Background: an optimization exercise with open tools, aiming at small area, a short achievable clock period and few clock cycles per item. Do not read the settings as production practice.
Function was checked by simulation only, so behaviour that the tests miss may differ from the original.
Power is estimated from default activity; no workload was simulated.

==> flow/design.v <==
module ysyx_22040228divider (
    input        wire                                       clk               ,
    input        wire                                       rst               ,
    input        wire    [63:0]                             diviser           ,
    input        wire    [63:0]                             dividend          ,
    input        wire    [7 :0]                             inst_opcode       ,
    input        wire                                       div_ready         ,
    output       wire    [63:0]                             div_rem_data      ,
    output       wire                                       div_finish
);
localparam [2:0] S_IDLE = 3'd0,
                 S_PREP = 3'd1,
                 S_CHK  = 3'd2,
                 S_RUN  = 3'd3,
                 S_FIX1 = 3'd4,
                 S_FIX2 = 3'd5,
                 S_DONE = 3'd6;
reg     [2:0]    st       ;
reg              finish   ;
reg     [63:0]   R        ;    
reg     [71:0]   D        ;    
reg     [63:0]   Q        ;    
reg     [6:0]    t        ;    
reg              ci       ;    
reg              dh       ;    
reg              aln      ;    
reg              wrd      ;    
reg              rem      ;    
reg              aneg     ;    
reg              bneg     ;    
reg              nfin     ;    
wire op_div   = (inst_opcode == 8'b10000110  );
wire op_divw  = (inst_opcode == 8'b01010001 );
wire op_divuw = (inst_opcode == 8'b00100101);
wire op_rem   = (inst_opcode == 8'b11000001  );
wire op_remu  = (inst_opcode == 8'b10000101 );
wire op_remw  = (inst_opcode == 8'b00010011 );
wire op_remuw = (inst_opcode == 8'b01000011);
wire i_sgn  = op_div | op_divw | op_rem | op_remw ;
wire i_wrd  = op_divw | op_divuw | op_remw | op_remuw ;
wire i_rem  = op_rem | op_remu | op_remw | op_remuw ;
wire i_aneg = i_sgn & (i_wrd ? dividend[31] : dividend[63]) ;
wire i_bneg = i_sgn & (i_wrd ? diviser[31]  : diviser[63] ) ;
wire [63:0] a_mag = {(i_wrd ? 32'b0 : (dividend[63:32] ^ {32{i_aneg}})), dividend[31:0] ^ {32{i_aneg}}} ;
wire [63:0] b_mag = {(i_wrd ? 32'b0 : (diviser[63:32]  ^ {32{i_bneg}})), diviser[31:0]  ^ {32{i_bneg}}} ;
reg [63:0] H ;
reg [63:0] hl ;
integer k, l ;
always @(*) begin
    H = R ;
    for (l = 0; l < 6; l = l + 1) begin
        hl = H ;
        for (k = 0; k < 64; k = k + 1)
            if (((k >> l) & 1) == 0)
                H[k] = hl[k] | hl[(k | (1 << l)) & ~((1 << l) - 1)] ;
    end
end
wire d_hi   = dh ;                                        
wire len_ge = d_hi | (|(D[63:0] & ~{1'b0, H[63:1]})) ;    
wire len_g2 = (|D[71:65]) | (|(D[64:1] & ~H)) ;           
wire d_zero = ~(|D[63:0]) & ~bneg ;                       
wire [63:0] sub_b = ~D[63:0] ;
reg  [63:0] ag, ap, cg, cp, cgl, cpl ;
integer m, n ;
always @(*) begin
    ag = R & sub_b ;
    ap = R ^ sub_b ;
    cg = ag ;
    cp = ap ;
    for (n = 0; n < 6; n = n + 1) begin
        cgl = cg ;
        cpl = cp ;
        for (m = 0; m < 64; m = m + 1)
            if (((m >> n) & 1) == 1) begin
                cg[m] = cgl[m] | (cpl[m] & cgl[((m >> n) << n) - 1]) ;
                cp[m] = cpl[m] & cpl[((m >> n) << n) - 1] ;
            end
    end
end
wire [64:0] cy  = {cg | (cp & {64{ci}}), ci} ;    
wire [64:0] sub = {cy[64], ap ^ cy[63:0]} ;
wire        ge  = sub[64] & ~d_hi ;
wire idle   = (st == S_IDLE) ;
wire prep   = (st == S_PREP) ;
wire quick  = d_zero ;
wire chk_q  = (st == S_CHK) & quick ;
wire run    = (st == S_RUN) | ((st == S_CHK) & ~quick) ;
wire shift8 = run & aln & H[0] & ~len_ge ;                  
wire skip2  = run & ~shift8 & (t[6:1] != 6'd0) & len_g2 ;  
wire step1  = run & ~shift8 & ~skip2 ;
wire iter   = step1 | skip2 ;
wire last   = step1 & (t == 7'd0) ;                         
wire fin    = chk_q | (iter & last) ;                       
wire q_zero = ~(|Q[62:0]) & ~ge ;                          
wire tofix  = chk_q ? (rem ? aneg : 1'b1) : (nfin & (rem | ~q_zero)) ;    
wire [6:0] t_p8 = t + 7'd8 ;
wire [6:0] t_m1 = t - 7'd1 ;
wire [6:0] t_m2 = t - 7'd2 ;
wire [63:0] q_last = {Q[62:0], ge & ~chk_q} | {63'b0, chk_q & d_zero} ;
wire [63:0] q_next = (skip2 | chk_q) ? {Q[61:0], 1'b0, chk_q & d_zero} : {Q[62:0], ge} ;
wire        fin_q   = fin & ~rem ;                          
wire        sel_sub = prep | (st == S_FIX2) | (run & ~fin_q) ;
wire        r_en    = idle | prep | (st == S_FIX1) | (st == S_FIX2) | fin_q | (ge & run & ~shift8) ;
wire [63:0] r_d     = sel_sub ? sub[63:0] : (idle ? a_mag : (fin_q ? q_last : 64'b0)) ;
always @(posedge clk) begin
    if (idle | prep | (st == S_FIX1))
        dh <= 1'b0 ;
    else if (shift8)
        dh <= |D[63:56] ;
    else if (skip2)
        dh <= |D[71:66] ;
    else
        dh <= |D[71:65] ;
    if (idle | prep)
        D <= {8'b0, b_mag | {64{idle & i_aneg}}} ;
    else if (st == S_FIX1)
        D <= {8'b0, R} ;
    else if (shift8)
        D <= {D[63:0], {8{bneg}}} ;
    else if (skip2)
        D <= {2'b0, D[71:2]} ;
    else
        D <= {1'b0, D[71:1]} ;
    Q <= iter ? q_next : 64'b0 ;
    if (idle)
        t <= 7'd0 ;
    else if (shift8)
        t <= t_p8 ;
    else if (skip2)
        t <= t_m2 ;
    else if (step1)
        t <= t_m1 ;
    if (idle)
        ci <= i_aneg | ~i_bneg ;
    else if (prep)
        ci <= ~bneg ;
    else if (st == S_FIX1)
        ci <= 1'b1 ;
    if (idle) begin
        aln  <= 1'b1 ;
        wrd  <= i_wrd ;
        rem  <= i_rem ;
        aneg <= i_aneg ;
        bneg <= i_bneg ;
        nfin <= i_rem ? i_aneg : (i_aneg ^ i_bneg) ;
    end
    else if (iter)
        aln <= 1'b0 ;
    if (r_en)
        R <= r_d ;
end
always @(posedge clk) begin
    if (rst == 1'b1) begin
        st     <= S_IDLE ;
        finish <= 1'b0 ;
    end
    else begin
        case (st)
            S_IDLE : begin
                finish <= 1'b0 ;
                if (div_ready)
                    st <= i_aneg ? S_PREP : S_CHK ;
            end
            S_PREP :
                st <= S_CHK ;
            S_FIX1 :
                st <= S_FIX2 ;
            S_FIX2 : begin
                st     <= S_DONE ;
                finish <= 1'b1 ;
            end
            S_DONE : begin
                st     <= S_IDLE ;
                finish <= 1'b0 ;
            end
            default : begin    
                if (fin) begin
                    st     <= tofix ? S_FIX1 : S_DONE ;
                    finish <= ~tofix ;
                end
                else
                    st <= S_RUN ;
            end
        endcase
    end
end
assign div_finish   = finish ;
assign div_rem_data = wrd ? {{32{R[31]}}, R[31:0]} : R ;
endmodule
module ysyx_22040228divunit (
    input        wire                                       clk               ,
    input        wire                                       rst               ,
    input        wire    [63:0]                             op1_i             ,
    input        wire    [63:0]                             op2_i             ,
    input        wire    [7 :0]                             inst_opcode_i     ,
    input        wire                                       div_ready         ,
    output       wire    [63:0]                             div_rem_data      ,
    output       wire                                       div_finish
);
ysyx_22040228divider divider2 (
    .clk              (clk            ) ,
    .rst              (rst            ) ,
    .dividend         (op1_i          ) ,
    .diviser          (op2_i          ) ,
    .inst_opcode      (inst_opcode_i  ) ,
    .div_ready        (div_ready      ) ,
    .div_rem_data     (div_rem_data   ) ,
    .div_finish       (div_finish     )
);
endmodule
==> flow/config.mk <==
export PLATFORM = sky130hd
export DESIGN_NAME = ysyx_22040228divunit
export DESIGN_NICKNAME = ysyx_22040228divunit
export VERILOG_FILES = /design/flow/design.v
export SDC_FILE = /design/flow/constraint.sdc
export NUM_CORES = 4
export LEC_CHECK = 0
export CAP_MARGIN = 20
export CORE_MARGIN = 2
export CORE_UTILIZATION = 40
export CTS_BUF_LIST = sky130_fd_sc_hd__clkbuf_8 sky130_fd_sc_hd__clkbuf_16
export CTS_CLUSTER_DIAMETER = 80
export CTS_CLUSTER_SIZE = 40
export PLACE_DENSITY = 0.6
export SETUP_SLACK_MARGIN = 1.8
export SLEW_MARGIN = 20
export TNS_END_PERCENT = 5
==> flow/constraint.sdc <==
create_clock -name core_clock -period 5.5 [get_ports {clk}]
set_input_delay 1.1000 -clock core_clock [delete_from_list [all_inputs] [get_ports {clk}]]
set_output_delay 1.1000 -clock core_clock [all_outputs]
set_load 0.01 [all_outputs]
standard.sh (not shown) runs the stock make flow with config.mk's settings and CLKGATE_MAP_FILE= SYNTH_SCRIPT=/design/flow/synth_recipe.tcl, a recipe that flattens the netlist after the stock synthesis.
==> flow/flow/run.sh <==
#!/bin/bash
# The standard layout (standard.sh), with one change: the buffers that
# the flow puts on every input and output port are the smallest buffer cell
# (sky130_fd_sc_hd__buf_1) rather than the one the resizer picks. The full
# output of the flow goes to flow_standard.log in the folder this runs in.
set -e
export BUFFER_PORTS_ARGS="-buffer_cell sky130_fd_sc_hd__buf_1"
bash standard.sh > flow_standard.log 2>&1
The baseline ran to the end with no violations.
Testbench counts at the start, summed over its fixed seeds: cycles 41,156, items 3,200.
Then changed:
Settings changed: CTS_CLUSTER_DIAMETER 80 to 60, CTS_CLUSTER_SIZE 40 to 30, TNS_END_PERCENT 5 to 100.
The new run completed with no timing, DRC or antenna violations. Fmax grows by 2.5%. Sequential share of layout area shrinks by 0.74 points. Hold slack got worse by 7.6 ps. Die area does not change. Via count grows by 0.45%. Critical path depth grows by 3. Sequential power is about the same. Power grows by 4.4%.
Then changed:
Settings changed: TNS_END_PERCENT 100 to 5.
Outcome: Cell area went down by about 2%. Count of clock-buffer cells in the layout came out lower by 1. Hold slack gets worse by 6.2 ps. Global-route usage fell by 0.19 points. Non-clock buffer count is lower by 11. Wire length falls by 0.33%. Utilization is lower by 0.95 points. Clock power hardly moves.

========
// ysyx_22040228divunit: RTL as listed in full above, without the edits since
Settings: LEC_CHECK=0, CAP_MARGIN=20, CORE_MARGIN=2, CORE_UTILIZATION=40, CTS_BUF_LIST=sky130_fd_sc_hd__clkbuf_8 sky130_fd_sc_hd__clkbuf_16, CTS_CLUSTER_DIAMETER=60, CTS_CLUSTER_SIZE=30, PLACE_DENSITY=0.6, SETUP_SLACK_MARGIN=2.0, SLEW_MARGIN=20, TNS_END_PERCENT=5; clock period 5.5 ns.
Scripts as last shown in full above: flow/flow/run.sh
Testbench counts at the start, summed over its fixed seeds: cycles 41,156, items 3,200.
Next try:
--- a/flow/config.mk
+++ b/flow/config.mk
@@ -10 +10 @@
-export CORE_UTILIZATION = 40
+export CORE_UTILIZATION = 50
@@ -14,2 +14,2 @@
-export PLACE_DENSITY = 0.6
-export SETUP_SLACK_MARGIN = 2.0
+export PLACE_DENSITY = 0.7
+export SETUP_SLACK_MARGIN = 1.8
Core utilization rose by 9.9 points; critical path depth fell by 3; via count stays flat; hold slack is better by 0.0053 ns; global-route usage rose by 4.4 points; clock power fell by about 5%; cell area fell by 4.2%; wire length fell by about 8%; setup slack is worse by 0.17 ns.
Next try:
--- a/flow/config.mk
+++ b/flow/config.mk
@@ -10,6 +10,4 @@
-export CORE_UTILIZATION = 50
-export CTS_BUF_LIST = sky130_fd_sc_hd__clkbuf_8 sky130_fd_sc_hd__clkbuf_16
-export CTS_CLUSTER_DIAMETER = 60
-export CTS_CLUSTER_SIZE = 30
-export PLACE_DENSITY = 0.7
-export SETUP_SLACK_MARGIN = 1.8
+export CORE_UTILIZATION = 40
+export CTS_BUF_LIST = sky130_fd_sc_hd__clkbuf_4 sky130_fd_sc_hd__clkbuf_8
+export PLACE_DENSITY = 0.6
+export SETUP_SLACK_MARGIN = 1.7
=>
- worst setup slack degrades by 0.028 ns
- wire length increases by 5.5%
- die area went up by 24%
- combinational power drops by about 2%
- total power barely changes
- hold slack gets worse by 0.0087 ns
- non-clock buffer count came out lower by 17
- final area came out higher by 0.53%
- synthesized area does not change
- synthesized cell count does not change
Next try:
--- a/flow/config.mk
+++ b/flow/config.mk
@@ -13 +13 @@
-export SETUP_SLACK_MARGIN = 1.7
+export SETUP_SLACK_MARGIN = 1.8
Synthesized cell count stays the same. Final cell count grows by 0.40%. Utilization rose by 0.35 points. Worst setup slack got worse by 0.023 ns.
Next try:
--- a/flow/config.mk
+++ b/flow/config.mk
@@ -8 +8 @@
-export CAP_MARGIN = 20
+export CAP_MARGIN = 10
@@ -11 +11,3 @@
-export CTS_BUF_LIST = sky130_fd_sc_hd__clkbuf_4 sky130_fd_sc_hd__clkbuf_8
+export CTS_BUF_LIST = sky130_fd_sc_hd__clkbuf_8 sky130_fd_sc_hd__clkbuf_16
+export CTS_CLUSTER_DIAMETER = 60
+export CTS_CLUSTER_SIZE = 30
@@ -14 +16 @@
-export SLEW_MARGIN = 20
+export SLEW_MARGIN = 10
What happened: Clock skew drops by 0.019 ns; global-route usage drops by 0.31 points; setup slack gets better by 0.14 ns; cell count drops by 0.88%; via count barely changes; first-iteration DRC count drops by 5.0%; utilization climbs by 0.30 points; power barely changes; flip-flop and latch count does not change; synthesized area does not change.

========
Setup of oak:
Starts from the design.v that is shown in full above.
Settings: LEC_CHECK=0, CAP_MARGIN=20, CORE_MARGIN=2, CORE_UTILIZATION=40, CTS_BUF_LIST=sky130_fd_sc_hd__clkbuf_8 sky130_fd_sc_hd__clkbuf_16, CTS_CLUSTER_DIAMETER=60, CTS_CLUSTER_SIZE=30, PLACE_DENSITY=0.6, SETUP_SLACK_MARGIN=1.9, SLEW_MARGIN=20, TNS_END_PERCENT=5; clock period 5.5 ns.
Scripts as last shown in full above: flow/flow/run.sh
oak finished every stage and its layout cleared the timing, design-rule and antenna checks.
Testbench counts of oak, summed over its fixed seeds: cycles 41,156, items 3,200.
Relative to oak, the following input files were edited for maple:
--- a/flow/config.mk
+++ b/flow/config.mk
@@ -11,6 +11,6 @@
 export CTS_BUF_LIST = sky130_fd_sc_hd__clkbuf_8 sky130_fd_sc_hd__clkbuf_16
-export CTS_CLUSTER_DIAMETER = 60
-export CTS_CLUSTER_SIZE = 30
+export CTS_CLUSTER_DIAMETER = 50
+export CTS_CLUSTER_SIZE = 24
 export PLACE_DENSITY = 0.6
-export SETUP_SLACK_MARGIN = 1.9
+export SETUP_SLACK_MARGIN = 1.8
 export SLEW_MARGIN = 20
Results
Of maple and oak, the lower area overhead of the layout relative to synthesis belongs to maple. Total power of maple is higher than that of oak. Delta (maple minus oak): clock insertion delay at the later pin of the skew report went up 50 ps, count of clock-buffer cells in the layout went up 8, first-iteration DRC count went up about 6%, final worst-path cycle share went up 2.1 points. Transition time of the tightest slew-check pin on maple is down relative to oak. Of maple and oak, the lower wire length after detailed routing belongs to maple. The standard cells in maple occupy less silicon area than those in oak do. Going from oak to maple, leakage power figure shrank slightly. Overall fraction of global-route tracks in use: maple < oak. Timing endpoint of the critical path: divider2.R[1]$_DFFE_PP_ -> oak, divider2.t[6]$_SDFFE_PP0P_ -> maple.

========
ysyx_22040228divunit, a different RTL version from the one above (not shown whole).
Size: ~2800 cells after synthesis.
clock: 5.5 ns
lec_check: 0
cap_margin: 20
core_margin: 2
core_utilization: 40
place_density: 0.6
slew_margin: 20
run.sh (not shown) runs the stock make flow with config.mk's settings and CLKGATE_MAP_FILE= SYNTH_SCRIPT=/design/flow/synth_recipe.tcl, a recipe that flattens the netlist after the stock synthesis.
Stock flow here: none of the scripts above is used.
Testbench counts at the start, summed over its fixed seeds: cycles 39,535, items 3,200.
Rerun with:
--- a/flow/config.mk
+++ b/flow/config.mk
@@ -11,2 +11,3 @@
 export PLACE_DENSITY = 0.6
+export SETUP_SLACK_MARGIN = 2.8
 export SLEW_MARGIN = 20
After rerunning: Wire length rose by 31%. Combinational power rose by 71%. Die area stays the same. Hold slack gets worse by 0.036 ns. Core utilization rose by 19 points. Power rose by 51%. Non-clock buffer count rose by 510. Count of clock-buffer cells in the layout rose by 4. Sequential power rose by about 3%.

========
Another version of the RTL of ysyx_22040228divunit (not shown whole).
==> flow/config.mk <==
export PLATFORM = sky130hd
export DESIGN_NAME = ysyx_22040228divunit
export DESIGN_NICKNAME = ysyx_22040228divunit
export VERILOG_FILES = /design/flow/design.v
export SDC_FILE = /design/flow/constraint.sdc
export NUM_CORES = 4
export LEC_CHECK = 0
export CAP_MARGIN = 20
export CORE_MARGIN = 2
export CORE_UTILIZATION = 40
export PLACE_DENSITY = 0.6
export SETUP_SLACK_MARGIN = 1.5
export SLEW_MARGIN = 20
export TNS_END_PERCENT = 5
==> flow/constraint.sdc <==
create_clock -name core_clock -period 5.5 [get_ports {clk}]
set_input_delay 1.1000 -clock core_clock [delete_from_list [all_inputs] [get_ports {clk}]]
set_output_delay 1.1000 -clock core_clock [all_outputs]
set_load 0.01 [all_outputs]
standard.sh (not shown) runs the stock make flow with config.mk's settings and CLKGATE_MAP_FILE= SYNTH_SCRIPT=/design/flow/synth_recipe.tcl, a recipe that flattens the netlist after the stock synthesis.
Scripts as last shown in full above: flow/flow/run.sh
The first run went through all stages and came out clean.
Testbench counts at the start, summed over its fixed seeds: cycles 41,156, items 3,200.
Edit:
CTS_BUF_LIST = sky130_fd_sc_hd__clkbuf_8 sky130_fd_sc_hd__clkbuf_16   (was unset)
CTS_CLUSTER_DIAMETER = 80   (was unset)
CTS_CLUSTER_SIZE = 40   (was unset)
SETUP_SLACK_MARGIN = 1.7   (was 1.5)
The new run ran to the end with no violations; final area grows by a few percent; total power grows slightly; wire length grows by a few percent.
Edit:
SETUP_SLACK_MARGIN = 1.5   (was 1.7)
=> Fmax goes down by about 3%; critical path depth shrinks by 2; wire length goes down by 2.6%; final cell count falls by about 1.6%; clock skew barely changes; area after synthesis is unchanged; power went down by 4.5%; via count goes down by about 2.2%; final area went down by 3.4%; register-to-register slack degrades by 110 ps; die area stays the same.
Edit:
==> flow/run.sh (new file) <==
#!/bin/bash
# synth_recipe.tcl (not shown) runs the flow's synth.tcl, then flattens the netlist and writes it again
# the make line also repeats each setting of config.mk as NAME=value (left out here)
make -C /OpenROAD-flow-scripts/flow DESIGN_CONFIG=/design/flow/config.mk WORK_HOME=/design/flow/orfs CLKGATE_MAP_FILE= SYNTH_SCRIPT=/design/flow/synth_recipe.tcl finish
CTS_BUF_LIST = unset   (was sky130_fd_sc_hd__clkbuf_8 sky130_fd_sc_hd__clkbuf_16)
CTS_CLUSTER_DIAMETER = unset   (was 80)
CTS_CLUSTER_SIZE = unset   (was 40)
removed: flow/flow/run.sh
removed: flow/standard.sh
Routed wire length increases by 1.6%.
Die area does not change.
Final cell count is unchanged.
Synthesized area is unchanged.
Via count barely changes.
Final area rises by 7.8%.
Power rises by 5.5%.

## afterwards: timing with drivers on the ports
In the flow no input, the clock included, has a driving cell. The finished layouts below were timed again as built, in two steps. Step 1, drivers: a clkbuf_16 drives clk and a buf_2 each remaining input, both assumed. Step 2 moves the port delays by t, midway between the first and last clock arrival at a register: inputs arrive t later, outputs are due t later. That takes back most of the time a late clock gives input paths. a / b / c = ideal / step 1 / step 2; a / b = the first two.
| run | t, ns | setup slack, ns | hold slack, ns | clock arrival spread, ns | worst data-port slew with drivers (ns) |
|---|---|---|---|---|---|
| the first run of note 1 | 0.578 | 1.694 / 1.694 / 1.496 | 0.496 / 0.496 / 0.496 | 0.049 / 0.050 | 0.04 |
| the second run of note 1 | 0.587 | 1.787 / 1.787 / 1.461 | 0.488 / 0.488 / 0.488 | 0.017 / 0.017 | 0.05 |
| the third run of note 1 | 0.583 | 1.751 / 1.751 / 1.459 | 0.482 / 0.482 / 0.482 | 0.018 / 0.018 | 0.04 |
| the first run of note 2 | 0.588 | 1.841 / 1.841 / 1.605 | 0.479 / 0.479 / 0.479 | 0.018 / 0.018 | 0.04 |
| the second run of note 2 | 0.579 | 1.666 / 1.666 / 1.270 | 0.484 / 0.484 / 0.484 | 0.024 / 0.024 | 0.04 |
| the third run of note 2 | 0.621 | 1.638 / 1.638 / 1.330 | 0.475 / 0.475 / 0.475 | 0.038 / 0.037 | 0.04 |
| the fourth run of note 2 | 0.619 | 1.615 / 1.615 / 1.358 | 0.476 / 0.476 / 0.476 | 0.036 / 0.036 | 0.04 |
| the fifth run of note 2 | 0.583 | 1.751 / 1.751 / 1.459 | 0.482 / 0.482 / 0.482 | 0.018 / 0.018 | 0.04 |
| oak | 0.589 | 1.789 / 1.789 / 1.551 | 0.480 / 0.480 / 0.480 | 0.023 / 0.023 | 0.04 |
| maple | 0.637 | 1.674 / 1.674 / 1.355 | 0.474 / 0.474 / 0.474 | 0.032 / 0.033 | 0.04 |
| the first run of note 4 | 0.655 | 0.160 / 0.160 / 0.160 | 0.624 / 0.624 / 0.624 | 0.043 / 0.043 | 0.06 |
| the second run of note 4 | 0.675 | 0.662 / 0.662 / 0.662 | 0.588 / 0.588 / 0.588 | 0.027 / 0.027 | 0.08 |
| the first run of note 5 | 0.618 | 1.366 / 1.366 / 0.973 | 0.474 / 0.474 / 0.474 | 0.011 / 0.010 | 0.11 |
| the second run of note 5 | 0.567 | 1.670 / 1.670 / 1.248 | 0.479 / 0.479 / 0.479 | 0.023 / 0.024 | 0.09 |
| the third run of note 5 | 0.564 | 1.556 / 1.556 / 1.131 | 0.477 / 0.477 / 0.477 | 0.021 / 0.022 | 0.09 |
| the fourth run of note 5 | 0.617 | 1.557 / 1.557 / 0.997 | 0.468 / 0.468 / 0.468 | 0.026 / 0.026 | 0.08 |
After both steps every run listed still meets setup and hold. For the fourth run of note 5, which loses most, drivers alone change the setup slack by 0.000 ns; drivers and shift together by -0.560 ns.
